Context: an optimization exercise on an open-source flow, tuned for small area. The choices shown serve that exercise and are no tape-out recipe. Function was checked by simulation only, so behaviour that the tests miss may differ from the original. No activity file was given, so power comes from the tool's default toggle rates. No driver is modelled on the clock port, so clocking that relies on it looks cheaper here than on a real chip.

### design/flow/config.mk
export PLATFORM = sky130hd
export DESIGN_NAME = fsm
export DESIGN_NICKNAME = fsm
export VERILOG_FILES = /design/flow/design.v
export SDC_FILE = /design/flow/constraint.sdc
export NUM_CORES = 8
export LEC_CHECK = 0
export CAP_MARGIN = 10
export CORE_MARGIN = 2
export CORE_UTILIZATION = 60
export SLEW_MARGIN = 10
### design/flow/constraint.sdc
create_clock -name core_clock -period 6.0 [get_ports {clk}]
set_input_delay 1.2000 -clock core_clock [delete_from_list [all_inputs] [get_ports {clk}]]
set_output_delay 1.2000 -clock core_clock [all_outputs]
set_load 0.01 [all_outputs]
### design/flow/design.v
module fsm_wrdec(
input  [6:0]   wr_ptr,
input  [2:0]   wn,      
input  [15:0]  s_data,
output [127:0] we,      
output [15:0]  wd       
    );
    genvar b, r;
    generate
      for (b = 0; b < 4; b = b + 1) begin : g_b
        localparam [1:0] B = b;
        wire [1:0] off = B - wr_ptr[1:0];           
        wire       ben = {1'b0, off} < wn;
        wire [4:0] row = wr_ptr[6:2] + {4'd0, (B < wr_ptr[1:0])};
        assign wd[b*4 +: 4] = s_data[{off, 2'b00} +: 4];
        for (r = 0; r < 32; r = r + 1) begin : g_r
          assign we[b*32+r] = ben && row == r;
        end
      end
    endgenerate
endmodule
module fsm_rdmux(
input  [511:0] mem,     
input  [6:0]   rd_ptr,
output [15:0]  n
    );
    genvar i;
    generate
      for (i = 0; i < 4; i = i + 1) begin : g_n
        wire [6:0] e = rd_ptr + i;
        assign n[i*4 +: 4] = mem[{e[1:0], e[6:2], 2'b00} +: 4];
      end
    endgenerate
endmodule
module fsm(
input clk,
input arst,
input [15:0]s_data,
input s_valid,
input s_last,
output s_ready,
input [7:0]s_keep,
output reg [15:0] m_data,
output m_valid,
output reg m_last,
input  m_ready,
output [7:0]m_keep,
input rd_en,
input [11:0]block_len,
output reg last
    );
    assign s_ready = m_ready;
    reg        rst_q;         
    reg  [2:0] wn;            
    reg  [6:0] wr_ptr;
    reg  [6:0] temp;          
    reg  [6:0] rd_ptr;
    reg  [7:0] cnt;           
    reg  [2:0] kq;            
    reg  [511:0] mem;         
    always @(posedge clk) rst_q <= ~arst;
    always @(posedge clk)
      if (rst_q) wn <= 3'd0;
      else if (s_valid & m_ready & (s_keep[7:5] == 3'd0) & (s_keep[1:0] == 2'd0) &
               ~(s_keep[4] & |s_keep[3:2]))
        wn <= s_keep[4:2];
    always @(posedge clk)
      wr_ptr <= (wn == 3'd0) ? 7'd0 : wr_ptr + {4'd0, wn};
    wire [127:0] we;
    wire [15:0]  wd;
    fsm_wrdec u_wr (.wr_ptr(wr_ptr), .wn(wn), .s_data(s_data), .we(we), .wd(wd));
    genvar b, r;
    generate
      for (b = 0; b < 4; b = b + 1) begin : g_wb
        for (r = 0; r < 32; r = r + 1) begin : g_r
          always @(posedge clk)
            if (we[b*32+r]) mem[(b*32+r)*4 +: 4] <= wd[b*4 +: 4];
        end
      end
    endgenerate
    wire [15:0] nx;
    fsm_rdmux u_rd (.mem(mem), .rd_ptr(rd_ptr), .n(nx));
    wire [3:0] n0 = nx[3:0], n1 = nx[7:4], n2 = nx[11:8], n3 = nx[15:12];
    wire [7:0] diff = {1'b0, temp} - {1'b0, rd_ptr};
    wire pe   = diff[7:2] == 6'd0;                  
    wire [8:0] cdf = {1'b0, block_len[11:4]} - {1'b0, cnt};
    wire hieq = cdf == 9'd0;
    wire blk  = hieq & (block_len[1:0] == 2'd0) & (block_len[3:2] != 2'd0);
    wire lt   = (~cdf[8] & ~hieq) | (hieq & (block_len[3:0] != 4'd0));
    wire go   = rd_en & m_ready;
    wire adv  = go & (pe | blk | lt);
    wire [1:0] k  = pe ? diff[1:0] : blk ? block_len[3:2] : 2'd0;
    wire [2:0] nk = {k == 2'd0, k};
    always @(posedge clk) begin
      if (s_last) temp <= wr_ptr;
      if (adv & pe & (diff[1:0] != 2'd0)) temp <= 7'd0;
    end
    always @(posedge clk) begin
      if (adv) begin
        rd_ptr <= rd_ptr + {5'd0, k} + {4'd0, k == 2'd0, 2'd0};
        cnt    <= (pe | blk) ? 8'd0 : cnt + 8'd1;
      end else if (~arst) begin
        rd_ptr <= 7'd0;
        cnt    <= 8'd0;
      end
    end
    always @(posedge clk) begin
      if (~go) begin
        m_data <= 16'd0;
        kq     <= 3'd0;
        m_last <= 1'b0;
        last   <= 1'b0;
      end else if (adv) begin
        m_data <= {(k == 2'd0) ? n3 : 4'd0,
                   (k == 2'd0 || k == 2'd3) ? n2 : 4'd0,
                   (k != 2'd1) ? n1 : 4'd0,
                   n0};
        kq     <= nk;
        m_last <= pe;
        if (~pe) last <= blk;
      end
    end
    assign m_keep  = {3'd0, kq, 2'd0};
    assign m_valid = |kq;
endmodule
### design/flow/flow/run.sh
#!/bin/bash
# Layout flow: the standard synthesis for reference, then the same synthesis with the
# combinational modules fsm_wrdec and fsm_rdmux mapped by hand to cells (flow/gen_cells.py);
# if both give the same flip-flops the mapped netlist is laid out, else the standard one.
# The layout is ORFS's, with buf_1 port buffers and a clock tree without dummy loads.
set -euo pipefail
W=$PWD
R=$W/orfs/results/$FLOW_PLATFORM/fsm/base
export BUFFER_PORTS_ARGS="-buffer_cell sky130_fd_sc_hd__buf_1"
export CTS_ARGS="-sink_clustering_enable -repair_clock_nets -sink_clustering_size 30 -sink_clustering_max_diameter 100 -buf_list sky130_fd_sc_hd__clkbuf_16 -dont_use_dummy_load"

bash standard.sh synth > std_synth.log 2>&1
cp $R/1_2_yosys.v std_1_2_yosys.v

python3 flow/gen_cells.py cells.v > gen.log 2>&1
python3 flow/swap.py design.v cells.v design_mapped.v >> gen.log 2>&1
sed -e "s#WORK_HOME=[^ ]*#WORK_HOME=$W/orfs_map VERILOG_FILES=$W/design_mapped.v#" standard.sh > mapped.sh
bash mapped.sh synth > map_synth.log 2>&1
M=$W/orfs_map/results/$FLOW_PLATFORM/fsm/base
if python3 flow/regs.py std_1_2_yosys.v $M/1_2_yosys.v mapped_1_2_yosys.v > regs.log 2>&1; then
  echo "using the mapped netlist" >> regs.log
  cp mapped_1_2_yosys.v $R/1_2_yosys.v
  rm -f $R/1_synth.odb
else
  echo "flip-flops differ: using the standard netlist" >> regs.log
fi
bash standard.sh > layout.log 2>&1
### design/flow/flow/gen_cells.py
#!/usr/bin/env python3
"""Writes modules fsm_wrdec and fsm_rdmux of rtl/fsm.v built from sky130_fd_sc_hd cells
to argv[1]. Both are combinational; fsm_rdmux's structure is described in rdmux()."""
import sys

P = "sky130_fd_sc_hd__"
out = []
w = out.append
cnt = [0]
PINS2 = [("A1", "A2"), ("B1", "B2"), ("C1", "C2")]


def g(cell, y, ins, yname="Y"):
    """Instance of cell with inputs ins (list of (pin, net)) driving net y."""
    cnt[0] += 1
    pins = ins + [(yname, y)]
    w(f"  {P}{cell} u{cnt[0]} ({', '.join(f'.{k}({v})' for k, v in pins)});")
    return y


def wire(*names):
    w(f"  wire {', '.join(names)};")


def inv(y, a):
    return g("inv_1", y, [("A", a)])


def nand2(y, a, b):
    return g("nand2_1", y, [("A", a), ("B", b)])


def nor2(y, a, b):
    return g("nor2_1", y, [("A", a), ("B", b)])


def nand3(y, a, b, c):
    return g("nand3_1", y, [("A", a), ("B", b), ("C", c)])


def nor3(y, a, b, c):
    return g("nor3_1", y, [("A", a), ("B", b), ("C", c)])


def and2(y, a, b):
    return g("and2_1", y, [("A", a), ("B", b)], "X")


def aoi(y, pairs):
    """y = NOT OR of (a AND b) over 2 or 3 pairs."""
    ins = []
    for (a, b), (p, q) in zip(pairs, PINS2):
        ins += [(p, a), (q, b)]
    return g("a222oi_1" if len(pairs) == 3 else "a22oi_1", y, ins)


def a22o(y, pairs):
    ins = []
    for (a, b), (p, q) in zip(pairs, PINS2):
        ins += [(p, a), (q, b)]
    return g("a22o_1", y, ins, "X")


def sel4(y, pre, sel, data):
    """y = OR over k < 4 of sel[k] AND data[k]."""
    wire(f"{pre}_a", f"{pre}_b")
    aoi(f"{pre}_a", list(zip(sel[:2], data[:2])))
    aoi(f"{pre}_b", list(zip(sel[2:], data[2:])))
    return nand2(y, f"{pre}_a", f"{pre}_b")


def decode(pre, bits, nbits, polarity):
    """One-hot lines pre[k] = (bits == k); active-high if polarity else active-low.
    bits and nbits: the bits and their complements, LSB first."""
    n = len(bits)
    lines = []
    for k in range(1 << n):
        y = f"{pre}{k}"
        wire(y)
        # active-high: NOR of the literals that must be 0; active-low: NAND of the true literals
        if polarity:
            lits = [nbits[i] if (k >> i) & 1 else bits[i] for i in range(n)]
            (nor2 if n == 2 else nor3)(y, *lits)
        else:
            lits = [bits[i] if (k >> i) & 1 else nbits[i] for i in range(n)]
            (nand2 if n == 2 else nand3)(y, *lits)
        lines.append(y)
    return lines


def inverted(pre, nets):
    res = []
    for i, a in enumerate(nets):
        y = f"{pre}{i}"
        wire(y)
        res.append(inv(y, a))
    return res


def wrdec():
    w("module fsm_wrdec(wr_ptr, wn, s_data, we, wd);")
    w("  input [6:0] wr_ptr;")
    w("  input [2:0] wn;")
    w("  input [15:0] s_data;")
    w("  output [127:0] we;")
    w("  output [15:0] wd;")
    p = [f"wr_ptr[{i}]" for i in range(7)]
    np_ = inverted("np", p)
    o = decode("o", p[0:2], np_[0:2], True)         # wr_ptr[1:0] == k
    lo = decode("l", p[2:4], np_[2:4], True)        # wr_ptr[3:2] == l
    hi = decode("h", p[4:7], np_[4:7], True)        # wr_ptr[6:4] == h
    hin = decode("hn", p[4:7], np_[4:7], False)     # active-low
    # e[k]: a bank k nibbles past the write pointer is written (wn > k)
    wire("e0", "e1", "e2")
    g("or3_1", "e0", [("A", "wn[0]"), ("B", "wn[1]"), ("C", "wn[2]")], "X")
    g("or2_1", "e1", [("A", "wn[1]"), ("B", "wn[2]")], "X")
    g("a21o_1", "e2", [("A1", "wn[1]"), ("A2", "wn[0]"), ("B1", "wn[2]")], "X")
    e = ["e0", "e1", "e2", "wn[2]"]
    # bank b holds nibble (b - wr_ptr[1:0]) mod 4 of s_data
    for b in range(4):
        for j in range(4):
            sel4(f"wd[{b*4+j}]", f"d{b}_{j}", o,
                 [f"s_data[{4*((b - k) % 4) + j}]" for k in range(4)])
    ben = []
    for b in range(4):
        wire(f"ben{b}")
        ben.append(sel4(f"ben{b}", f"be{b}", o, [e[(b - k) % 4] for k in range(4)]))
    # inc[b]: bank b's row is one past wr_ptr[6:2] (b < wr_ptr[1:0])
    wire("inc0", "inc2n")
    nand2("inc0", np_[0], np_[1])
    inc = ["inc0", p[1], o[3]]
    incn = [o[0], np_[1], nand2("inc2n", p[0], p[1])]
    for b in range(3):
        wire(f"bi0_{b}", f"bi1_{b}", f"pp{b}", f"qq{b}")
        and2(f"bi0_{b}", ben[b], incn[b])           # written, row = wr_ptr[6:2]
        and2(f"bi1_{b}", ben[b], inc[b])            # written, row = wr_ptr[6:2] + 1
        and2(f"pp{b}", f"bi0_{b}", lo[0])           # row bits 1:0 = 0, no carry
        and2(f"qq{b}", f"bi1_{b}", lo[3])           # row bits 1:0 = 0, carry into 4:2
        for h in range(8):
            a22o(f"we[{b*32+4*h}]", [(f"pp{b}", hi[h]), (f"qq{b}", hi[(h - 1) % 8])])
        for l in range(1, 4):
            wire(f"lan{b}_{l}")
            aoi(f"lan{b}_{l}", [(f"bi0_{b}", lo[l]), (f"bi1_{b}", lo[l - 1])])
            for h in range(8):
                nor2(f"we[{b*32+4*h+l}]", f"lan{b}_{l}", hin[h])
    for l in range(4):
        wire(f"lan3_{l}")
        nand2(f"lan3_{l}", ben[3], lo[l])
        for h in range(8):
            nor2(f"we[{96+4*h+l}]", f"lan3_{l}", hin[h])
    w("endmodule")


def rdmux():
    """Bank b reads row R + inc[b] (R = rd_ptr[6:2]). Per bank, bit and row bits 1:0 = l,
    an AND-OR over the 8 rows 4h+l under one-hot lines of the row's bits 4:2 (with the
    carry from bits 1:0 only for l = 0), then a one-hot 4:1 over l, then the rotation that
    puts bank (rd_ptr + i) mod 4 on output nibble i."""
    w("module fsm_rdmux(mem, rd_ptr, n);")
    w("  input [511:0] mem;")
    w("  input [6:0] rd_ptr;")
    w("  output [15:0] n;")
    p = [f"rd_ptr[{i}]" for i in range(7)]
    np_ = inverted("np", p)
    o = decode("o", p[0:2], np_[0:2], True)
    lo = decode("l", p[2:4], np_[2:4], True)
    hi = decode("h", p[4:7], np_[4:7], True)
    wire("inc0", "inc2n")
    nand2("inc0", np_[0], np_[1])
    inc = ["inc0", p[1], o[3]]
    incn = [o[0], np_[1], nand2("inc2n", p[0], p[1])]
    hb0, la = [], []
    for b in range(3):
        wire(f"c{b}", f"cn{b}")
        and2(f"c{b}", inc[b], lo[3])
        nand2(f"cn{b}", inc[b], lo[3])
        lines = []
        for h in range(8):
            y = f"hz{b}_{h}"
            wire(y)
            lines.append(a22o(y, [(f"cn{b}", hi[h]), (f"c{b}", hi[(h - 1) % 8])]))
        hb0.append(lines)
        lines = []
        for l in range(4):
            y = f"la{b}_{l}"
            wire(y)
            lines.append(a22o(y, [(incn[b], lo[l]), (inc[b], lo[(l - 1) % 4])]))
        la.append(lines)
    hb0.append(hi)
    la.append(lo)
    wire("rq[15:0]")
    for b in range(4):
        for j in range(4):
            ys = []
            for l in range(4):
                pre = f"m{b}_{j}_{l}"
                hb = hb0[b] if l == 0 else hi
                pairs = [(hb[h], f"mem[{(b*32 + 4*h + l)*4 + j}]") for h in range(8)]
                wire(f"{pre}_z0", f"{pre}_z1", f"{pre}_z2", f"{pre}_y")
                aoi(f"{pre}_z0", pairs[0:3])
                aoi(f"{pre}_z1", pairs[3:6])
                aoi(f"{pre}_z2", pairs[6:8])
                ys.append(nand3(f"{pre}_y", f"{pre}_z0", f"{pre}_z1", f"{pre}_z2"))
            sel4(f"rq[{b*4+j}]", f"q{b}_{j}", la[b], ys)
    for i in range(4):
        for j in range(4):
            sel4(f"n[{i*4+j}]", f"r{i}_{j}", [o[(b - i) % 4] for b in range(4)],
                 [f"rq[{b*4+j}]" for b in range(4)])
    w("endmodule")


wrdec()
cnt[0] = 0
rdmux()
open(sys.argv[1], "w").write("\n".join(out) + "\n")
### design/flow/flow/regs.py
#!/usr/bin/env python3
"""regs.py STD MAPPED OUT: if netlist MAPPED has the same flip-flops as STD (same register
names, up to the Yosys cell-type suffix after '$', and the same cells), write MAPPED to OUT
with its flip-flop instances renamed to STD's names and exit 0; else exit 1."""
import re
import sys

PAT = re.compile(r"^(\s*)(sky130_fd_sc_hd__(?:s?e?df|dl[xr]|s?dlclkp)\w*)(\s+)(\S+)(\s*\()", re.M)


def regs(text):
    d = {}
    for _, cell, _, name, _ in PAT.findall(text):
        base = name.split("$")[0]
        if base in d:
            sys.exit(f"regs.py: register {base} twice")
        d[base] = (name, cell)
    return d


std_text, map_text = open(sys.argv[1]).read(), open(sys.argv[2]).read()
a, b = regs(std_text), regs(map_text)
print(f"regs.py: {len(a)} and {len(b)} flip-flops")
if not a or a.keys() != b.keys() or any(a[k][1] != b[k][1] for k in a):
    sys.exit(1)
renamed = PAT.sub(lambda m: m.group(1) + m.group(2) + m.group(3) + a[m.group(4).split("$")[0]][0]
                  + m.group(5), map_text)
if regs(renamed) != a:
    sys.exit(1)
open(sys.argv[3], "w").write(renamed)
### design/flow/flow/swap.py
#!/usr/bin/env python3
"""swap.py DESIGN CELLS OUT: copy DESIGN with each module that CELLS defines replaced by
CELLS's version."""
import re
import sys

design, cells = open(sys.argv[1]).read(), open(sys.argv[2]).read()
for name in re.findall(r"^\s*module\s+(\w+)", cells, re.M):
    m = re.search(r"^\s*module\s+" + name + r"\b.*?^\s*endmodule\b", design, re.S | re.M)
    if not m:
        sys.exit(f"swap.py: module {name} not found")
    design = design[:m.start()] + design[m.end():]
open(sys.argv[3], "w").write(design + "\n" + cells)
### design/flow/standard.sh
#!/bin/bash
# synth_recipe.tcl (not shown) runs the flow's synth.tcl, then flattens the netlist and writes it again
# the make line also repeats each setting of config.mk as NAME=value (left out here)
make -C /OpenROAD-flow-scripts/flow DESIGN_CONFIG=/design/flow/config.mk WORK_HOME=/design/flow/orfs CLKGATE_MAP_FILE= SYNTH_SCRIPT=/design/flow/synth_recipe.tcl "${@:-finish}"
==> out/qor.yml, run 1 <==
clock_tree:
  clk_pin_slew_ps: 110
  htree_levels: 1
  post_cts_buffers: 0
  ctsResizeCount: 0
  hold_buffers: 0
  cts-root-buf: "clkbuf_16"
  cts_buffers: 22
  clock_latency_ps: 570
  clockBufferDepth: 3
  cts.sinks: 566
  cts_tree: "yes"
floorplan:
  rows: 71
  die_w_microns: 200
  die_y_microns: 200
  start_util_pct: 60.9
  io_pins: 70
  die_area_sq_um: 39800
  core_sq_um: 37700
setup_path:
  cp_max_fo: 27
  arrival_ps: 4950
  crit_top_cell: "inv_1"
  slowest_stage: "a211o_1"
  crit_buf_inv: 3
  crit_required_ps: 6310
  end_kind: "register"
  path_class: "register to register"
  cp-start-kind: "register"
  crit_chain: "inv_1 > ha_1 > nand3b_1 > and3_1 > a311oi_1 > a211o_1 > a31oi_1 > inv_1 > ha_1 > inv_1 > fa_1 > o21ai_0 > nand4_1 > xnor2_1 > nor2_1"
  cp_slowest_stage_delay_ps: 760
  cp_top_family: "compound AO/OA/AOI/OAI gates"
power:
  comb_power_share_pct: 9.6
  power.density_nw_per_um2: 273
  p_leak_nw: 7.69
  p_total_mw: 6.72
  p_sw_mw: 1.53
  peakVddDrop_mv: 0.277
  intPower_mw: 5.19
  pwr-share-clk_pct: 25.8
  switching_share_pct: 22.8
  p_seq_share_pct: 64.6
cells_and_area:
  stdcell_count: 2132
  antenna_cells: 0
  drive_gt1_share_pct: 4.26
  nNetsFinal: 1692
  area_delta_synth_final_pct: 7.09
place:
  gp_congestion: 0.872
  io_buffers: 64
  hpwl_microns: 35700
  dpl.cell_count: 2109
sta:
  fmax_mhz: 216
  finalClockSkew_ps: 29.0
  setup_viol: 0
  worstMarginPinSlew_ps: 1210
  tns_ps: 0
  post-route-min-period_ps: 4640
  hold_slack_ps: 472
  max_slew_margin_pct: 19.2
  grt_setup_unrepaired: "false"
  post-route-period-util_pct: 77.3
  hold_viol_final: 0
  drv_slew: 0
route:
  drc: 0
  finalWirelength_microns: 56700
  wire_per_inst_microns: 26.6
  vias: 14656
  ant_nets: 0
  firstDrtPassIters: 9
  drt_iter0_markers: 2010
  vias_per_cell: 6.87
global_route:
  grt_max_degree: 59
  grtUsageTotal_pct: 28.5
  grt_pass1_wl_microns: 84300
  use_met3_pct: 3.58
  grt_util_met1_pct: 43.1
  busiest_layer: "met2"
  grt_pass1_vias: 13842
  antenna_found_initial: 0
  gr-total-overflow: 0
  grt_use_met2_pct: 44.9
status:
  status: "timing/DRC/antenna clean"
yosys:
  avgSynthCellArea_sq_um: 15.1
  synth_area_sq_um: 22900
  synth_cells: 1518
  yosys_warnings: 1
hold_path:
  hold_path.class: "register to register"
run:
  drv_cap: 0
==> registers in the layout (all words and copies together), names as in the netlist <==
signal / count
cnt: 8
m_data: 16
m_last: 1
temp: 7
last: 1
wn: 3
mem: 512
rd_ptr: 7
rst_q: 1
wr_ptr: 7
kq: 3
==> cell type report <==
type,instances,area [sq um]
flip-flops and latches,566,16600
fillers,2806,13100
multi-input cells,898,6130
well taps,511,639
clock buffers,22,551
repair buffers,95,493
inverters,40,150
==> placed cells by master, fill, tap and decap left out, drive strengths merged, types with 12 or more instances in the layout <==
cell type,count
nand2,73
xnor2,12
a222oi,128
edfxtp,527
buf,95
ha,24
o21ai,18
a21oi,25
clkbuf,22
inv,40
and2,17
nor3,24
a22oi,177
dfxtp,39
a22o,60
nor2,158
nand3,97
==> worst min-delay path, stage by stage, from the launching register on <==
cell and delay (ps):
dfxtp_1 330, nand3_1 60, a21oi_1 50
==> power by group through the flow <==
stage | sequential, mW | clock, mW | combinational, mW
after detailed placement | 4.43 | 0 | 0.634
after global placement | 4.43 | 0 | 0.619
final | 4.34 | 1.73 | 0.645
after floorplan | 4.43 | 0 | 0.414
after CTS | 4.34 | 1.77 | 0.635
after global routing | 4.34 | 1.88 | 0.699
==> metrics by stage <==
step	instance area, sq um	utilization (%)	worst slack [ps]
after floorplan	23000	-	1130
after global placement	24000	63.7	1370
after detailed placement	24000	63.7	1260
after CTS	24500	65.2	1350
after global routing	24600	65.2	847
final	24600	65.2	1360
==> path summary, 6_finish.rpt <==
path                                         startpoint                       to  slack [ps]  depth (start not counted)
worst min-delay path            m_data[12]$_SDFFE_PN0N_  m_data[12]$_SDFFE_PN0N_         470                          2
worst max-delay path            rd_ptr[1]$_SDFFCE_PP0P_  rd_ptr[6]$_SDFFCE_PP0P_        1360                         15
worst min register to register  m_data[12]$_SDFFE_PN0N_  m_data[12]$_SDFFE_PN0N_         470                          2
worst max register to register  rd_ptr[1]$_SDFFCE_PP0P_  rd_ptr[6]$_SDFFCE_PP0P_        1360                         15
==> metal layers <==
metal  part of all wire, %  up-vias
met4                   2.0        0
li1                      -     6544
met3                   9.0       58
met1                    43     7329
met2                    46      725
met5                     0        -
==> run 2, diff against run 1 <==
==> design/flow/config.mk (replaced) <==
export PLATFORM = sky130hd
export DESIGN_NAME = fsm
export DESIGN_NICKNAME = fsm
export VERILOG_FILES = /design/flow/design.v
export SDC_FILE = /design/flow/constraint.sdc
export NUM_CORES = 8
export LEC_CHECK = 0
export CAP_MARGIN = 20
export CORE_MARGIN = 2
export CORE_UTILIZATION = 70
export SLEW_MARGIN = 20
==> run 2 against run 1 <==
Against the previous run:
- still clean on timing, DRC and antenna
- combinational power barely moved
- final cell count down 3.2%
- worst hold slack got worse by 5.7 ps
- clock skew increased by 12 ps
- fmax fell by 0.90%
- global-route usage increased by 4.5 points
- sequential share of layout area increased by 0.072 points
- first-iteration DRC count grew 21%
- via count is 4.1% higher
- setup slack lost 42 ps
- synthesized area unchanged
- highest routed layer unchanged
==> out/qor.yml, run 2 <==
route:
  ant_nets: 0
  drc: 0
  vias: 15259
  vias_per_cell: 7.39
  dr.max_layer_used: "met4"
  wl_met1_microns: 21300
  finalWirelength_microns: 56000
  dr_wl_met2_microns: 25900
  drt_iter0_markers: 2430
  wire_per_inst_microns: 27.2
  wl_met3_microns: 6940
  firstDrtPassIters: 9
setup_path:
  r2r_start: "rd_ptr[4]$_SDFFCE_PP0P_"
  path_class: "register to register"
  cp_slowest_stage_delay_ps: 630
  slowest_stage: "a211o_1"
  end_kind: "register"
  cp_top_family: "simple AND/OR/NAND/NOR gates"
  reg2regPathDepth: 15
  cp_max_fo: 27
  arrival_ps: 4990
  crit_buf_inv: 3
  crit_chain: "inv_1 > ha_1 > or3_1 > or4b_1 > a211o_1 > nor2_1 > a31oi_1 > inv_1 > ha_1 > inv_1 > fa_1 > o21ai_0 > nand4_1 > xnor2_1 > nor2_1"
  crit_top_cell: "inv_1"
  regToRegSetupSlack_ps: 1320
  cp-start-kind: "register"
  r2r_end: "rd_ptr[6]$_SDFFCE_PP0P_"
  crit_required_ps: 6310
cells_and_area:
  fillers: 2040
  area_delta_synth_final_pct: 6.98
  layout_common_cells: "527 x edfxtp_1, 177 x a22oi_1, 157 x nor2_1"
  antenna_cells: 0
  mostFrequentLayoutCell: "edfxtp_1"
  stdcell_count: 2064
  largest_reg_flops: 512
  reg_top3: "mem (512), m_data (16), cnt (8)"
  nNetsFinal: 1693
  final_area_sq_um: 24500
  top_register: "mem"
  post-route-util_pct: 75.8
  drive_gt1_share_pct: 4.99
power:
  switching_share_pct: 22.7
  p_sw_mw: 1.52
  pwr-share-clk_pct: 25.7
  power.density_nw_per_um2: 273
  p_leak_nw: 7.70
  p_seq_share_pct: 64.7
  comb_power_share_pct: 9.7
  peakVddDrop_mv: 0.386
  intPower_mw: 5.19
  p_total_mw: 6.71
place:
  gp_congestion: 0.897
  io_buffers: 64
  placed_cell_area_sq_um: 23900
  pre_cts_ws_ps: 1250
  hpwl_microns: 35000
  dpl.cell_count: 2037
clock_tree:
  cts_buffers: 22
  cts-root-buf: "clkbuf_16"
  cts_tree: "yes"
  ctsResizeCount: 0
  cts.sinks: 566
  hold_buffers: 0
  clk_pin_slew_ps: 120
  clockBufferDepth: 3
  clock_latency_ps: 570
  post_cts_buffers: 0
  htree_levels: 1
floorplan:
  die_w_microns: 185
  rows: 66
  start_util_pct: 70.9
  die_y_microns: 185
  io_pins: 70
  die_area_sq_um: 34200
  core_sq_um: 32400
sta:
  finalClockSkew_ps: 41.0
  post-route-period-util_pct: 78.0
  hold_viol_final: 0
  setup_ws_ps: 1320
  drv_slew: 0
  fmax_mhz: 214
  post-route-min-period_ps: 4680
  grt_setup_unrepaired: "false"
  tns_ps: 0
  max_slew_margin_pct: 20.1
  setup_viol: 0
  worstMarginPinSlew_ps: 1190
  hold_slack_ps: 466
hold_path:
  min_delay_path_depth: 1
  hold_path.class: "register to register"
  worstHoldStart: "rst_q$_DFF_P_"
  min_to: "wn[1]$_SDFFE_PP0P_"
global_route:
  antenna_found_initial: 1
  grt_max_degree: 59
  gr-total-overflow: 0
  grt_pass1_wl_microns: 83900
  grt_pass1_vias: 14404
  grtUsageTotal_pct: 33.0
status:
  status: "timing/DRC/antenna clean"
yosys:
  yosys_warnings: 1
  synth_cells: 1518
  avgSynthCellArea_sq_um: 15.1
  synth_area_sq_um: 22900
run:
  drv_cap: 0
[run 2: how the worst max path moves through the flow]
| stage | slack (ps) | end | start | cells after the start |
|---|---|---|---|---|
| 2_1_floorplan | 1130 | m_data[6]$_SDFFE_PN0N_ | rd_ptr[4]$_SDFFCE_PP0P_ | 12 |
| 3_3_place_gp | 1380 | rd_ptr[6]$_SDFFCE_PP0P_ | block_len[5] | 16 |
| 3_5_place_dp | 1250 | rd_ptr[6]$_SDFFCE_PP0P_ | block_len[5] | 16 |
| 4_1_cts | 1340 | rd_ptr[6]$_SDFFCE_PP0P_ | rd_ptr[4]$_SDFFCE_PP0P_ | 15 |
| 5_1_grt | 1060 | rd_ptr[6]$_SDFFCE_PP0P_ | rd_ptr[1]$_SDFFCE_PP0P_ | 15 |
| 6_report | 1320 | rd_ptr[6]$_SDFFCE_PP0P_ | rd_ptr[4]$_SDFFCE_PP0P_ | 15 |
[run 2: layout make-up]
type	instances	area, sq um	area share (%)
clock buffers	22	551	2.24
multi-input cells	898	6160	25.1
inverters	40	150	0.612
flip-flops and latches	566	16600	67.6
well taps	442	553	2.25
repair buffers	96	523	2.13
[run 2: metal layers]
layer / GRT usage (%) / vias up
li1: - / 6546
met1: 47.0 / 7511
met2: 51.8 / 1074
met3: 6.35 / 128
met4: 11.7 / 0
met5: 0 / -
[run 2: power groups by stage]
| stage | clock (mW) | combinational [mW] | sequential [mW] |
|---|---|---|---|
| after global placement | 0 | 0.606 | 4.43 |
| after CTS | 1.74 | 0.624 | 4.34 |
| after floorplan | 0 | 0.414 | 4.43 |
| after detailed placement | 0 | 0.621 | 4.43 |
| after global routing | 1.85 | 0.694 | 4.34 |
| final | 1.72 | 0.648 | 4.34 |
==> run 3, diff against run 2 <==
--- a/design/flow/config.mk
+++ b/design/flow/config.mk
@@ -7,5 +7,5 @@
 export LEC_CHECK = 0
 export CAP_MARGIN = 20
 export CORE_MARGIN = 2
-export CORE_UTILIZATION = 70
+export CORE_UTILIZATION = 60
 export SLEW_MARGIN = 20
==> run 3 against run 2 <==
Against the previous run:
- clock skew down 9.9 ps
- critical path type unchanged
- clock power about the same
- first-iteration DRC count is 12% lower
- sequential share of layout area fell by 0.21 points
- worst hold slack improved by 5.5 ps
- design area is 0.31% higher
- still clean on timing, DRC and antenna
- combinational power about the same
- synthesized area unchanged
- die area increased by 16%
- fmax grew 1.6%
- total power increased by 0.18%
- clock-buffer cell count stayed put
==> out/qor.yml, run 3 <==
status:
  status: "timing/DRC/antenna clean"
power:
  p_sw_mw: 1.54
  comb_power_share_pct: 9.6
  intPower_mw: 5.19
  p_leak_nw: 7.70
  power.density_nw_per_um2: 273
  peakVddDrop_mv: 0.232
  p_seq_share_pct: 64.5
  switching_share_pct: 22.8
  pwr-share-clk_pct: 25.8
run:
  drv_cap: 0
setup_path:
  crit_buf_inv: 3
  crit_top_cell: "inv_1"
  end_kind: "register"
  cp_top_family: "simple AND/OR/NAND/NOR gates"
  slowest_stage: "a211o_1"
  path_class: "register to register"
  cp_slowest_stage_delay_ps: 630
  arrival_ps: 4920
  crit_chain: "inv_1 > ha_1 > or3_1 > or4b_1 > a211o_1 > nor2_1 > a31oi_1 > inv_1 > ha_1 > inv_1 > fa_1 > o21ai_0 > nand4_1 > xnor2_1 > nor2_1"
  cp-start-kind: "register"
  cp_max_fo: 27
  crit_required_ps: 6320
place:
  gp_congestion: 0.872
  io_buffers: 64
  pre_cts_ws_ps: 1240
  hpwl_microns: 35900
route:
  finalWirelength_microns: 56700
  drc: 0
  vias: 14841
  firstDrtPassIters: 10
  wire_per_inst_microns: 26.6
  ant_nets: 0
  drt_iter0_markers: 2149
  vias_per_cell: 6.95
global_route:
  grt_pass1_vias: 13882
  gr-total-overflow: 0
  grt_pass1_wl_microns: 84400
  grt_max_degree: 59
  antenna_found_initial: 0
  grtUsageTotal_pct: 28.6
clock_tree:
  ctsResizeCount: 0
  cts-root-buf: "clkbuf_16"
  cts_tree: "yes"
  clock_latency_ps: 570
  clockBufferDepth: 3
  clk_pin_slew_ps: 110
  cts_buffers: 22
  htree_levels: 1
  post_cts_buffers: 0
  cts.sinks: 566
  hold_buffers: 0
yosys:
  synth_cells: 1518
  synth_area_sq_um: 22900
  avgSynthCellArea_sq_um: 15.1
  yosys_warnings: 1
floorplan:
  start_util_pct: 60.9
  rows: 71
  die_y_microns: 200
  io_pins: 70
  die_area_sq_um: 39800
  die_w_microns: 200
  core_sq_um: 37700
cells_and_area:
  mostFrequentLayoutCell: "edfxtp_1"
  layout_common_cells: "527 x edfxtp_1, 177 x a22oi_1, 156 x nor2_1"
  drive_gt1_share_pct: 5.05
  nNetsFinal: 1694
  post-route-util_pct: 65.4
  antenna_cells: 0
  reg_top3: "mem (512), m_data (16), cnt (8)"
  fillers: 2829
  largest_reg_flops: 512
  top_register: "mem"
  area_delta_synth_final_pct: 7.31
sta:
  tns_ps: 0
  hold_viol_final: 0
  post-route-period-util_pct: 76.8
  fmax_mhz: 217
  drv_slew: 0
  setup_viol: 0
  max_slew_margin_pct: 23.4
  worstMarginPinSlew_ps: 1140
  post-route-min-period_ps: 4610
  setup_ws_ps: 1390
  grt_setup_unrepaired: "false"
  finalClockSkew_ps: 31.1
hold_path:
  hold_path.class: "register to register"
## run 3: cell types whose count changed in the layout (fill, tap and decap cells not counted)
cell	delta
buf_6	-2
buf_4	+5
nor3_2	-1
buf_8	-2
nor3_1	+1
buf_16	+1
buf_12	-1
nor2_2	+1
nor2_1	-1
## run 3: area by class of cell
type	count	area [sq um]	area share [%]
flip-flops and latches	566	16600	67.4
multi-input cells	898	6160	25.0
well taps	511	639	2.60
clock buffers	22	551	2.24
repair buffers	97	515	2.09
inverters	40	150	0.610
## run 3: routing by layer
layer | vias up | wire length, microns | track usage (%)
li1 | 6550 | - | -
met1 | 7435 | 24000 | 43.1
met2 | 780 | 26000 | 44.7
met3 | 76 | 5400 | 3.85
met4 | 0 | 1290 | 6.61
met5 | - | 0 | 0
## run 3: per-stage QoR
stage | std cells | hold WS, ps | power [mW] | instance area (sq um)
after floorplan | 1522 | 414 | 4.84 | 23000
after global placement | 2109 | 452 | 5.05 | 24000
after detailed placement | 2110 | 446 | 5.07 | 24000
after CTS | 2132 | 474 | 6.75 | 24600
after global routing | 2134 | 496 | 6.93 | 24600
final | 2134 | 472 | 6.72 | 24600
## run 3: worst paths after layout
| path | cells past startpoint | from | slack (ps) | end |
|---|---|---|---|---|
| max | 15 | rd_ptr[4]$_SDFFCE_PP0P_ | 1390 | rd_ptr[6]$_SDFFCE_PP0P_ |
| max reg2reg | 15 | rd_ptr[4]$_SDFFCE_PP0P_ | 1390 | rd_ptr[6]$_SDFFCE_PP0P_ |
| min reg2reg | 2 | m_data[8]$_SDFFE_PN0N_ | 470 | m_data[8]$_SDFFE_PN0N_ |
| min | 2 | m_data[8]$_SDFFE_PN0N_ | 470 | m_data[8]$_SDFFE_PN0N_ |
## run 3: power groups by stage
stage	logic, mW	clock network [mW]	registers [mW]
floorplan	0.414	0	4.43
global placement	0.619	0	4.43
detailed placement	0.635	0	4.43
CTS	0.637	1.77	4.34
global route	0.702	1.89	4.34
finish	0.648	1.74	4.34
## run 3: tightest hold or removal path, stage by stage (launching register included)
cell and delay [ps]:
dfxtp_1 320, nand3_1 60, a21oi_1 50
==> run 4, diff against run 3 <==
--- a/design/flow/flow/run.sh
+++ b/design/flow/flow/run.sh
@@ -7,7 +7,7 @@
 W=$PWD
 R=$W/orfs/results/$FLOW_PLATFORM/fsm/base
 export BUFFER_PORTS_ARGS="-buffer_cell sky130_fd_sc_hd__buf_1"
-export CTS_ARGS="-sink_clustering_enable -repair_clock_nets -sink_clustering_size 30 -sink_clustering_max_diameter 100 -buf_list sky130_fd_sc_hd__clkbuf_16 -dont_use_dummy_load"
+export CTS_ARGS="-sink_clustering_enable -repair_clock_nets -sink_clustering_size 32 -sink_clustering_max_diameter 60 -buf_list sky130_fd_sc_hd__clkbuf_16 -dont_use_dummy_load"
 
 bash standard.sh synth > std_synth.log 2>&1
 cp $R/1_2_yosys.v std_1_2_yosys.v
==> run 4 against run 3 <==
Against the previous run:
- global-route usage up 0.49 points
- clock power grew 28%
- final cell count rose by 0.70%
- die area did not move
- first-iteration DRC count decreased by 2.7%
- design area increased by 1.4%
- core utilization rose by 0.94 points
- setup slack got worse by 29 ps
- worst hold slack got worse by 5.6 ps
- sequential cell count stayed put
- still clean on timing, DRC and antenna
- clock skew up 33 ps
==> out/qor.yml, run 4 <==
hold_path:
  worstHoldStart: "m_data[8]$_SDFFE_PN0N_"
  min_to: "m_data[8]$_SDFFE_PN0N_"
  hold_path.class: "register to register"
  min_delay_path_depth: 2
yosys:
  yosys_warnings: 1
  avgSynthCellArea_sq_um: 15.1
  synth_area_sq_um: 22900
  synth_cells: 1518
cells_and_area:
  mostFrequentLayoutCell: "edfxtp_1"
  top_register: "mem"
  largest_reg_flops: 512
  drive_gt1_share_pct: 5.86
  area_delta_synth_final_pct: 8.86
  fillers: 2797
  antenna_cells: 0
  post-route-util_pct: 66.3
  reg_top3: "mem (512), m_data (16), cnt (8)"
  layout_common_cells: "527 x edfxtp_1, 177 x a22oi_1, 157 x nor2_1"
  nNetsFinal: 1709
sta:
  hold_slack_ps: 466
  post-route-period-util_pct: 77.2
  worstMarginPinSlew_ps: 1120
  fmax_mhz: 216
  post-route-min-period_ps: 4630
  finalClockSkew_ps: 64.5
  setup_viol: 0
  hold_viol_final: 0
  max_slew_margin_pct: 24.9
  tns_ps: 0
  grt_setup_unrepaired: "false"
  drv_slew: 0
global_route:
  busiest_layer: "met2"
  grt_util_met1_pct: 42.6
  grt_max_degree: 59
  grtUsageTotal_pct: 29.0
  grt_pass1_wl_microns: 85100
  grt_pass1_vias: 14089
  gr-total-overflow: 0
  antenna_found_initial: 0
  grt_use_met2_pct: 44.8
  use_met3_pct: 4.89
route:
  vias: 14909
  drc: 0
  vias_per_cell: 6.94
  ant_nets: 0
  finalWirelength_microns: 57400
  drt_iter0_markers: 2092
  wire_per_inst_microns: 26.7
  firstDrtPassIters: 9
power:
  p_total_mw: 7.22
  peakVddDrop_mv: 0.257
  power.density_nw_per_um2: 289
  p_leak_nw: 7.88
setup_path:
  arrival_ps: 4910
  reg2regPathDepth: 15
  r2r_start: "rd_ptr[1]$_SDFFCE_PP0P_"
  end_kind: "register"
  cp-start-kind: "register"
  cp_slowest_stage_delay_ps: 760
  crit_chain: "inv_1 > ha_1 > nand3b_1 > and3_1 > a311oi_1 > a211o_1 > a31oi_1 > inv_1 > ha_1 > inv_1 > fa_1 > o21ai_0 > nand4_1 > xnor2_1 > nor2_1"
  path_class: "register to register"
  cp_max_fo: 27
  regToRegSetupSlack_ps: 1370
  crit_top_cell: "inv_1"
  r2r_end: "rd_ptr[6]$_SDFFCE_PP0P_"
  crit_required_ps: 6270
  slowest_stage: "a211o_1"
place:
  io_buffers: 64
  gp_congestion: 0.872
  hpwl_microns: 35900
clock_tree:
  cts-root-buf: "clkbuf_16"
  cts.sinks: 566
  post_cts_buffers: 0
  clock_latency_ps: 580
  hold_buffers: 0
  htree_levels: 2
  cts_tree: "yes"
  clk_pin_slew_ps: 70
  cts_buffers: 36
  clockBufferDepth: 3
  ctsResizeCount: 0
floorplan:
  core_sq_um: 37700
  rows: 71
  die_y_microns: 200
  die_area_sq_um: 39800
  die_w_microns: 200
  io_pins: 70
  start_util_pct: 60.9
run:
  drv_cap: 0
status:
  status: "timing/DRC/antenna clean"
[run 4: layer usage]
layer | share of wire [%] | routed length (microns)
met1 | 42 | 24200
met5 | 0 | 0
met2 | 46 | 26300
met4 | 2.7 | 1530
met3 | 9.4 | 5380
[run 4: worst max path at each step]
| stage | from | end | cells after the start |
|---|---|---|---|
| 6_report | rd_ptr[1]$_SDFFCE_PP0P_ | rd_ptr[6]$_SDFFCE_PP0P_ | 15 |
| 5_1_grt | rd_ptr[1]$_SDFFCE_PP0P_ | rd_ptr[6]$_SDFFCE_PP0P_ | 15 |
| 4_1_cts | rd_ptr[1]$_SDFFCE_PP0P_ | rd_ptr[6]$_SDFFCE_PP0P_ | 15 |
| 3_5_place_dp | block_len[5] | rd_ptr[6]$_SDFFCE_PP0P_ | 16 |
| 3_3_place_gp | block_len[5] | rd_ptr[6]$_SDFFCE_PP0P_ | 16 |
| 2_1_floorplan | rd_ptr[4]$_SDFFCE_PP0P_ | m_data[6]$_SDFFE_PN0N_ | 12 |
[run 4: power breakdown]
| group | internal, mW | leakage, nW | switching, mW | total, mW |
|---|---|---|---|---|
| Sequential | 4.32 | 5.07 | 0.0184 | 4.34 |
| Combinational | 0.205 | 2.36 | 0.447 | 0.652 |
| Clock | 1.07 | 0.444 | 1.16 | 2.23 |
[run 4: stage by stage]
step | std cells | instance area [sq um] | setup slack [ps]
after floorplan | 1522 | 23000 | 1130
after global placement | 2109 | 24000 | 1370
after detailed placement | 2110 | 24000 | 1240
after CTS | 2146 | 24900 | 1390
after global routing | 2149 | 25000 | 1010
final | 2149 | 25000 | 1370
[run 4: worst max-delay path, delay by kind of cell (launching register included)]
family                   cells  cell delay, ps
AND/OR/NAND/NOR              4             460
adder cells (fa/ha/maj)      3             910
AO/OA/AOI/OAI                4            1770
XOR/XNOR                     1             160
flip-flops                   1             640
buffers and inverters        3             430
[run 4: final cells by class]
type	instances	area, sq um	share of cell area [%]
clock buffers	36	901	3.61
inverters	40	150	0.601
multi-input cells	898	6160	24.7
flip-flops and latches	566	16600	66.5
well taps	511	639	2.56
repair buffers	98	523	2.09
==> run 5, diff against run 4 <==
==> design/flow/flow/run.sh (replaced) <==
#!/bin/bash
# Layout flow: the standard synthesis for reference, then the same synthesis with the
# combinational modules fsm_wrdec and fsm_rdmux mapped by hand to cells (flow/gen_cells.py),
# without ORFS's adder cells and with Yosys's default ABC script (flow/my_synth.tcl);
# if both give the same flip-flops the mapped netlist is laid out, else the standard one.
# The layout is ORFS's, with buf_1 port buffers and a clock tree without dummy loads.
set -euo pipefail
W=$PWD
R=$W/orfs/results/$FLOW_PLATFORM/fsm/base
export BUFFER_PORTS_ARGS="-buffer_cell sky130_fd_sc_hd__buf_1"
export CTS_ARGS="-sink_clustering_enable -repair_clock_nets -sink_clustering_size 30 -sink_clustering_max_diameter 150 -buf_list sky130_fd_sc_hd__clkbuf_16 -dont_use_dummy_load"

bash standard.sh synth > std_synth.log 2>&1
cp $R/1_2_yosys.v std_1_2_yosys.v

python3 flow/gen_cells.py cells.v > gen.log 2>&1
python3 flow/swap.py design.v cells.v design_mapped.v >> gen.log 2>&1
sed -e "s#WORK_HOME=[^ ]*#WORK_HOME=$W/orfs_map VERILOG_FILES=$W/design_mapped.v#" \
    -e "s#SYNTH_SCRIPT=[^ ]*#SYNTH_SCRIPT=$W/flow/my_synth.tcl ADDER_MAP_FILE=#" standard.sh > mapped.sh
bash mapped.sh synth > map_synth.log 2>&1
M=$W/orfs_map/results/$FLOW_PLATFORM/fsm/base
if python3 flow/regs.py std_1_2_yosys.v $M/1_2_yosys.v mapped_1_2_yosys.v > regs.log 2>&1; then
  echo "using the mapped netlist" >> regs.log
  cp mapped_1_2_yosys.v $R/1_2_yosys.v
  rm -f $R/1_synth.odb
else
  echo "flip-flops differ: using the standard netlist" >> regs.log
fi
bash standard.sh > layout.log 2>&1
==> design/flow/flow/my_synth.tcl (new file) <==
# synth_recipe.tcl (the standard synthesis script) with Yosys's default ABC script in place of
# ORFS's speed script; registers are made exactly as in the standard synthesis.
proc synth {args} { yosys synth -nofsm -noshare {*}$args }
proc abc {args} {
  set out {}
  set skip 0
  foreach a $args {
    if {$skip} { set skip 0; continue }
    if {$a eq "-script"} { set skip 1; continue }
    lappend out $a
  }
  yosys abc {*}$out
}
source $::env(SCRIPTS_DIR)/synth.tcl
# left out here: clear keep_hierarchy, flatten, clean up, hide names made inside functions, write 1_2_yosys.v
==> design/flow/config.mk (replaced) <==
export PLATFORM = sky130hd
export DESIGN_NAME = fsm
export DESIGN_NICKNAME = fsm
export VERILOG_FILES = /design/flow/design.v
export SDC_FILE = /design/flow/constraint.sdc
export NUM_CORES = 8
export LEC_CHECK = 0
export CAP_MARGIN = 10
export CORE_MARGIN = 2
export CORE_UTILIZATION = 60
export SLEW_MARGIN = 10
==> run 5 against run 4 <==
Against the previous run:
- via count is 4.1% lower
- combinational power about the same
- synthesized cell count is 5.1% lower
- total power down 6.6%
- non-clock buffer count decreased by 3
- die area shrank 2.4%
==> out/qor.yml, run 5 <==
status:
  status: "timing/DRC/antenna clean"
setup_path:
  crit_top_cell: "nand2_1"
  crit_cells: 12
  end_kind: "register"
  cp_max_fo: 9
  path_class: "register to register"
  crit_buf_inv: 2
  crit_required_ps: 6450
  crit_chain: "inv_1 > nor2_1 > buf_4 > nand2_1 > a22o_1 > a222oi_1 > nand3_1 > a22oi_1 > nand2_1 > a22oi_1 > nand2_1 > a22o_1"
  cp_slowest_stage_delay_ps: 860
  arrival_ps: 4630
  reg2regPathDepth: 12
  cp-start-kind: "register"
  cp_top_family: "simple AND/OR/NAND/NOR gates"
  slowest_stage: "nor2_1"
floorplan:
  start_util_pct: 61.0
  die_area_sq_um: 38900
  die_y_microns: 197
  core_sq_um: 36700
  io_pins: 70
  rows: 70
  die_w_microns: 197
place:
  placed_cell_area_sq_um: 23400
  hpwl_microns: 35800
  dpl.cell_count: 1997
  io_buffers: 64
  gp_congestion: 0.847
route:
  drt_iter0_markers: 2112
  drc: 0
  firstDrtPassIters: 7
  vias: 14296
  wire_per_inst_microns: 28.0
  finalWirelength_microns: 56500
  vias_per_cell: 7.08
  ant_nets: 0
global_route:
  antenna_found_initial: 0
  use_met3_pct: 3.88
  busiest_layer: "met2"
  grt_pass1_wl_microns: 84200
  grt_pass1_vias: 13704
  gr-total-overflow: 0
  grtUsageTotal_pct: 29.2
  grt_use_met2_pct: 47.2
  grt_util_met1_pct: 42.2
  grt_max_degree: 59
sta:
  finalClockSkew_ps: 37.3
  drv_slew: 0
  hold_slack_ps: 475
  post-route-period-util_pct: 69.6
  post-route-min-period_ps: 4180
  hold_viol_final: 0
  setup_viol: 0
  tns_ps: 0
  grt_setup_unrepaired: "false"
  max_slew_margin_pct: 14.5
  worstMarginPinSlew_ps: 1280
  fmax_mhz: 239
cells_and_area:
  largest_reg_flops: 512
  top_register: "mem"
  layout_common_cells: "527 x edfxtp_1, 177 x a22oi_1, 149 x nor2_1"
  nNetsFinal: 1595
  area_delta_synth_final_pct: 7.08
  reg_top3: "mem (512), m_data (16), cnt (8)"
  mostFrequentLayoutCell: "edfxtp_1"
  drive_gt1_share_pct: 4.90
  final_area_sq_um: 24000
  stdcell_count: 2019
  antenna_cells: 0
power:
  switching_share_pct: 23.0
  peakVddDrop_mv: 0.251
  comb_power_share_pct: 9.7
  power.density_nw_per_um2: 281
  pwr-share-clk_pct: 25.7
  p_seq_share_pct: 64.6
  intPower_mw: 5.19
  p_sw_mw: 1.55
  p_leak_nw: 7.47
clock_tree:
  clk_pin_slew_ps: 110
  htree_levels: 1
  clock_latency_ps: 580
  cts-root-buf: "clkbuf_16"
  cts_tree: "yes"
  hold_buffers: 0
  post_cts_buffers: 0
  clockBufferDepth: 3
  ctsResizeCount: 0
  cts_buffers: 22
  cts.sinks: 566
hold_path:
  hold_path.class: "register to register"
  min_delay_path_depth: 1
yosys:
  avgSynthCellArea_sq_um: 15.5
  synth_cells: 1441
  synth_area_sq_um: 22400
  yosys_warnings: 1
run:
  drv_cap: 0
## run 5: final timing paths
check | start | to | slack (ps)
setup / recovery | rd_ptr[3]$_SDFFCE_PP0P_ | m_data[0]$_SDFFE_PN0N_ | 1820
setup reg to reg | rd_ptr[3]$_SDFFCE_PP0P_ | m_data[0]$_SDFFE_PN0N_ | 1820
hold / removal | rst_q$_DFF_P_ | wn[2]$_SDFFE_PP0P_ | 470
hold reg to reg | rst_q$_DFF_P_ | wn[2]$_SDFFE_PP0P_ | 470
## run 5: layout make-up
type | count | area [sq um]
clock buffer | 22 | 551
fill | 2691 | 12700
inverter | 23 | 86.3
multi-input combinational | 845 | 5670
sequential | 566 | 16600
tap | 468 | 586
timing repair buffer | 95 | 473
## run 5: power groups by stage
stage | Sequential, mW | Combinational [mW] | Clock, mW
floorplan | 4.44 | 0.402 | 0
global placement | 4.44 | 0.628 | 0
detailed placement | 4.44 | 0.642 | 0
CTS | 4.36 | 0.643 | 1.77
global route | 4.36 | 0.705 | 1.89
finish | 4.36 | 0.653 | 1.74
## run 5: through the flow
stage                     power (mW)  worst slack (ps)  utilization, %
final                           6.74              1820            65.3
after global routing            6.95              1630            65.3
after CTS                       6.77              1930            65.3
after detailed placement        5.09              1580            63.8
after global placement          5.07              1680            63.8
after floorplan                 4.84              1250               -
## run 5: routing by layer
metal	vias to the layer above	share of wire (%)	routed length, microns
li1	6294	-	-
met1	7218	41	22900
met2	697	48	27100
met3	87	8.6	4870
met4	0	2.9	1630
met5	-	0	0
## run 5: worst register-to-register path, cell delays in order, from the launching register on
cell and delay, ps:
edfxtp_1 590, inv_1 120, nor2_1 860, buf_4 340, nand2_1 200, a22o_1 310
a222oi_1 370, nand3_1 110, a22oi_1 300, nand2_1 250, a22oi_1 270, nand2_1 130
a22o_1 230
==> run 6, diff against run 5 <==
--- a/design/flow/flow/run.sh
+++ b/design/flow/flow/run.sh
@@ -8,7 +8,7 @@
 W=$PWD
 R=$W/orfs/results/$FLOW_PLATFORM/fsm/base
 export BUFFER_PORTS_ARGS="-buffer_cell sky130_fd_sc_hd__buf_1"
-export CTS_ARGS="-sink_clustering_enable -repair_clock_nets -sink_clustering_size 30 -sink_clustering_max_diameter 150 -buf_list sky130_fd_sc_hd__clkbuf_16 -dont_use_dummy_load"
+export CTS_ARGS="-sink_clustering_enable -repair_clock_nets -sink_clustering_size 32 -sink_clustering_max_diameter 120 -buf_list sky130_fd_sc_hd__clkbuf_16 -dont_use_dummy_load"
 
 bash standard.sh synth > std_synth.log 2>&1
 cp $R/1_2_yosys.v std_1_2_yosys.v
==> run 6 against run 5 <==
Against the previous run:
- register-to-register slack got worse by 80 ps
- worst hold slack got worse by 17 ps
- sequential cell count unchanged
==> out/qor.yml, run 6 <==
status:
  status: "timing/DRC/antenna clean"
setup_path:
  crit_required_ps: 6460
  arrival_ps: 4720
  end_kind: "register"
  reg2regPathDepth: 12
  crit_buf_inv: 2
  cp-endpoint: "m_data[0]$_SDFFE_PN0N_"
  cp_slowest_stage_delay_ps: 900
  crit_top_cell: "nand2_1"
  regToRegSetupSlack_ps: 1740
  slowest_stage: "nor2_1"
  cp-start-kind: "register"
  critPathLaunch: "rd_ptr[2]$_SDFFCE_PP0P_"
  cp_top_family: "simple AND/OR/NAND/NOR gates"
  crit_cells: 12
  cp_max_fo: 9
  r2r_end: "m_data[0]$_SDFFE_PN0N_"
  r2r_start: "rd_ptr[2]$_SDFFCE_PP0P_"
  path_class: "register to register"
  crit_chain: "inv_1 > nor2_1 > buf_4 > nand2_1 > a22o_1 > a222oi_1 > nand3_1 > a22oi_1 > nand2_1 > a22oi_1 > nand2_1 > a22o_1"
floorplan:
  io_pins: 70
  die_area_sq_um: 38900
  die_w_microns: 197
  die_y_microns: 197
  core_sq_um: 36700
  start_util_pct: 61.0
  rows: 70
cells_and_area:
  final_area_sq_um: 23900
  top_register: "mem"
  drive_gt1_share_pct: 4.84
  layout_common_cells: "527 x edfxtp_1, 177 x a22oi_1, 149 x nor2_1"
  largest_reg_flops: 512
  area_delta_synth_final_pct: 6.97
  mostFrequentLayoutCell: "edfxtp_1"
  multi_input_area_sq_um: 5670
  fillers: 2689
  nNetsFinal: 1594
  seq_area_sq_um: 16600
  antenna_cells: 0
  reg_top3: "mem (512), m_data (16), cnt (8)"
clock_tree:
  post_cts_buffers: 0
  htree_levels: 1
  clk_pin_slew_ps: 120
  cts-root-buf: "clkbuf_16"
  clockBufferDepth: 3
  ctsResizeCount: 0
  clock_latency_ps: 580
  cts_buffers: 21
  cts_tree: "yes"
  hold_buffers: 0
  cts.sinks: 566
sta:
  grt_setup_unrepaired: "false"
  max_slew_margin_pct: 13.1
  post-route-min-period_ps: 4260
  drv_slew: 0
  finalClockSkew_ps: 35.3
  worstMarginPinSlew_ps: 1290
  fmax_mhz: 235
  tns_ps: 0
  hold_viol_final: 0
  post-route-period-util_pct: 71.0
  setup_viol: 0
  hold_slack_ps: 458
global_route:
  grt_max_degree: 59
  gr-total-overflow: 0
  grt_pass1_vias: 13714
  antenna_found_initial: 0
  grtUsageTotal_pct: 29.2
  grt_pass1_wl_microns: 84400
power:
  p_seq_share_pct: 64.9
  power.density_nw_per_um2: 280
  intPower_mw: 5.17
  pwr-share-clk_pct: 25.4
  p_sw_mw: 1.55
  comb_power_share_pct: 9.7
  peakVddDrop_mv: 0.255
  p_leak_nw: 7.46
  switching_share_pct: 23.0
hold_path:
  min_delay_path_depth: 1
  hold_path.class: "register to register"
route:
  drt_iter0_markers: 2085
  firstDrtPassIters: 9
  wire_per_inst_microns: 28.0
  vias_per_cell: 7.08
  drc: 0
  ant_nets: 0
  finalWirelength_microns: 56500
  vias: 14283
yosys:
  synth_cells: 1441
  yosys_warnings: 1
  avgSynthCellArea_sq_um: 15.5
  synth_area_sq_um: 22400
place:
  placed_cell_area_sq_um: 23400
  io_buffers: 64
  hpwl_microns: 35800
  gp_congestion: 0.847
run:
  drv_cap: 0
==> run 6: worst min-delay path by stage <==
stage             startpoint                 end  slack, ps
2_1_floorplan  rst_q$_DFF_P_  wn[0]$_SDFFE_PP0P_        410
3_3_place_gp   rst_q$_DFF_P_  wn[1]$_SDFFE_PP0P_        440
3_5_place_dp   rst_q$_DFF_P_  wn[1]$_SDFFE_PP0P_        440
4_1_cts        rst_q$_DFF_P_  wn[2]$_SDFFE_PP0P_        460
5_1_grt        rst_q$_DFF_P_  wn[2]$_SDFFE_PP0P_        480
6_report       rst_q$_DFF_P_  wn[2]$_SDFFE_PP0P_        460
==> run 6: area by class of cell <==
cell class	count	area share [%]
sequential	566	69.3
multi-input combinational	845	23.7
tap	468	2.45
clock buffer	21	2.19
timing repair buffer	95	1.97
inverter	23	0.361
==> run 6: power by group through the flow <==
| stage | sequential, mW | combinational (mW) | clock, mW |
|---|---|---|---|
| 2_1_floorplan | 4.44 | 0.402 | 0 |
| 3_3_place_gp | 4.44 | 0.628 | 0 |
| 3_5_place_dp | 4.44 | 0.642 | 0 |
| 4_1_cts | 4.36 | 0.643 | 1.73 |
| 5_1_grt | 4.36 | 0.704 | 1.85 |
| 6_report | 4.36 | 0.651 | 1.70 |
==> run 6: layer usage <==
layer / vias to the layer above / GRT usage, % / routed length [microns]
met2: 688 / 47.7 / 27100
met5: - / 0 / 0
li1: 6302 / - / -
met4: 0 / 6.88 / 1350
met1: 7219 / 42.3 / 23300
met3: 74 / 3.98 / 4720
==> run 6: worst reg2reg max path, delay by kind of cell, from the launching register on <==
family | cells | cell delay (ps)
AO/OA/AOI/OAI | 5 | 1520
flip-flops | 1 | 580
AND/OR/NAND/NOR | 5 | 1610
buffers and inverters | 2 | 450
==> run 6: stage by stage <==
stage	setup WS (ps)	utilization [%]	power [mW]	cells
2_1_floorplan	1250	-	4.84	1445
3_3_place_gp	1680	63.8	5.07	1997
3_5_place_dp	1580	63.8	5.09	1997
4_1_cts	1930	65.3	6.73	2018
5_1_grt	1620	65.3	6.91	2018
6_report	1740	65.3	6.71	2018
==> run 7, diff against run 6 <==
--- a/design/flow/flow/run.sh
+++ b/design/flow/flow/run.sh
@@ -8,7 +8,7 @@
 W=$PWD
 R=$W/orfs/results/$FLOW_PLATFORM/fsm/base
 export BUFFER_PORTS_ARGS="-buffer_cell sky130_fd_sc_hd__buf_1"
-export CTS_ARGS="-sink_clustering_enable -repair_clock_nets -sink_clustering_size 32 -sink_clustering_max_diameter 120 -buf_list sky130_fd_sc_hd__clkbuf_16 -dont_use_dummy_load"
+export CTS_ARGS="-sink_clustering_enable -repair_clock_nets -sink_clustering_size 30 -sink_clustering_max_diameter 100 -sink_clustering_levels 1 -buf_list sky130_fd_sc_hd__clkbuf_16 -dont_use_dummy_load"
 
 bash standard.sh synth > std_synth.log 2>&1
 cp $R/1_2_yosys.v std_1_2_yosys.v
==> run 7 against run 6 <==
Against the previous run:
- core utilization is 0.11 points higher
- die area did not move
- critical endpoint unchanged
- global-route usage hardly changed
- sequential power barely moved
==> out/qor.yml, run 7 <==
status:
  status: "timing/DRC/antenna clean"
sta:
  tns_ps: 0
  hold_viol_final: 0
  post-route-period-util_pct: 71.3
  finalClockSkew_ps: 46.8
  setup_viol: 0
  post-route-min-period_ps: 4280
  fmax_mhz: 234
  max_slew_margin_pct: 16.9
  drv_slew: 0
  grt_setup_unrepaired: "false"
  worstMarginPinSlew_ps: 1240
clock_tree:
  clk_pin_slew_ps: 110
  post_cts_buffers: 0
  clockBufferDepth: 3
  cts_tree: "yes"
  cts_buffers: 22
  cts-root-buf: "clkbuf_16"
  hold_buffers: 0
  cts.sinks: 566
  ctsResizeCount: 0
  clock_latency_ps: 580
  htree_levels: 1
yosys:
  synth_cells: 1441
  yosys_warnings: 1
  avgSynthCellArea_sq_um: 15.5
  synth_area_sq_um: 22400
route:
  wire_per_inst_microns: 28.0
  finalWirelength_microns: 56600
  drt_iter0_markers: 1773
  drc: 0
  vias: 14285
  firstDrtPassIters: 12
  ant_nets: 0
  vias_per_cell: 7.07
cells_and_area:
  fillers: 2691
  drive_gt1_share_pct: 4.96
  antenna_cells: 0
  stdcell_count: 2020
  layout_common_cells: "527 x edfxtp_1, 177 x a22oi_1, 149 x nor2_1"
  area_delta_synth_final_pct: 7.15
  largest_reg_flops: 512
  top_register: "mem"
  nNetsFinal: 1596
  post-route-util_pct: 65.4
  mostFrequentLayoutCell: "edfxtp_1"
  reg_top3: "mem (512), m_data (16), cnt (8)"
global_route:
  gr-total-overflow: 0
  antenna_found_initial: 0
  grt_pass1_wl_microns: 84200
  grt_max_degree: 59
  grtUsageTotal_pct: 29.2
  grt_pass1_vias: 13701
floorplan:
  start_util_pct: 61.0
  io_pins: 70
  core_sq_um: 36700
  die_y_microns: 197
  die_w_microns: 197
  rows: 70
  die_area_sq_um: 38900
setup_path:
  path_class: "register to register"
  r2r_start: "rd_ptr[3]$_SDFFCE_PP0P_"
  end_kind: "register"
  r2r_end: "m_data[0]$_SDFFE_PN0N_"
  arrival_ps: 4720
  crit_required_ps: 6440
  reg2regPathDepth: 12
  critPathLaunch: "rd_ptr[3]$_SDFFCE_PP0P_"
  regToRegSetupSlack_ps: 1720
  cp_max_fo: 9
  cp-start-kind: "register"
hold_path:
  min_delay_path_depth: 1
  hold_path.class: "register to register"
  worstHoldStart: "rst_q$_DFF_P_"
  min_to: "wn[2]$_SDFFE_PP0P_"
place:
  io_buffers: 64
  dpl.cell_count: 1997
  hpwl_microns: 35800
  gp_congestion: 0.847
power:
  p_leak_nw: 7.48
  peakVddDrop_mv: 0.251
  power.density_nw_per_um2: 281
run:
  drv_cap: 0
[run 7: cell types whose count changed in the layout (fill, tap and decap cells not counted), sizes merged]
cell | previous run | this run
buf | 95 | 96
clkbuf | 21 | 22
[run 7: through the flow]
step	hold WS, ps	worst slack [ps]	total power, mW	instance area [sq um]
after floorplan	414	1250	4.84	22400
after global placement	438	1680	5.07	23400
after detailed placement	441	1580	5.09	23400
after CTS	464	1930	6.76	24000
after global routing	494	1630	6.95	24000
final	468	1720	6.74	24000
[run 7: routing by layer]
metal  vias to the layer above  track usage, %  share of wire (%)
li1                       6301               -                  -
met1                      7244            42.2                 41
met2                       653            47.1                 48
met3                        87            3.81                8.5
met4                         0            8.44                2.9
met5                         -               0                  0
[run 7: where the power goes]
group	switching, mW	internal (mW)	leakage (nW)
clock	1.07	0.663	0.271
combinational	0.450	0.204	2.13
sequential	0.0295	4.33	5.07
total	1.55	5.19	7.48
[run 7: area by class of cell]
class,count,area (sq um),share of cell area [%]
Tap cell,468,586,2.44
Inverter,23,86.3,0.360
Multi-Input combinational cell,845,5670,23.6
Clock buffer,22,551,2.30
Timing Repair Buffer,96,488,2.03
Sequential cell,566,16600,69.2
[run 7: critical path, stage by stage, from the launching register on]
cell and delay (ps):
edfxtp_1 600, inv_1 110, nor2_1 880, buf_4 340, nand2_1 200, a22o_1 310
a222oi_1 390, nand3_1 110, a22oi_1 340, nand2_1 270, a22oi_1 270, nand2_1 130
a22o_1 230
[run 7: worst max-delay path by stage]
stage,to,slack [ps],cells past startpoint
after global placement,cnt[5]$_SDFFCE_PP0P_,1680,11
after floorplan,m_data[4]$_SDFFE_PN0N_,1250,10
final,m_data[0]$_SDFFE_PN0N_,1720,12
after CTS,m_data[0]$_SDFFE_PN0N_,1930,12
after global routing,m_data[0]$_SDFFE_PN0N_,1630,12
after detailed placement,cnt[2]$_SDFFCE_PP0P_,1580,11

==> separate check: timing with driven ports <==
Ports are ideal in the flow. The routed layouts listed here were re-timed in OpenROAD. Step 1: set_driving_cell puts a clkbuf_16 on clk and a buf_2 on each other input, an assumption about the parent block. Step 2 adds t to the input delays and takes it off the output delays; t is the mean of the earliest and latest rising clock arrival at the registers after step 1. Input paths then give back, and output paths get back, about the clock's delay inside the block. a / b / c = no drivers / after step 1 / after step 2; a / b = the first two.
run	t (ns)	setup WS [ns]	clock arrival spread, ns	worst data-port slew with drivers (ns)
run 1	0.614	1.362 / 1.362 / 1.239	0.032 / 0.032	0.04
run 2	0.605	1.320 / 1.320 / 1.231	0.045 / 0.045	0.04
run 3	0.615	1.394 / 1.394 / 1.233	0.035 / 0.035	0.04
run 4	0.609	1.365 / 1.365 / 1.208	0.064 / 0.065	0.04
run 5	0.613	1.824 / 1.824 / 1.487	0.047 / 0.047	0.04
run 6	0.621	1.741 / 1.741 / 1.495	0.038 / 0.037	0.03
run 7	0.615	1.723 / 1.723 / 1.486	0.052 / 0.052	0.04
After both steps every run listed still meets setup and hold. For run 5, which loses most, drivers alone change the setup slack by 0.000 ns; drivers and shift together by -0.337 ns.
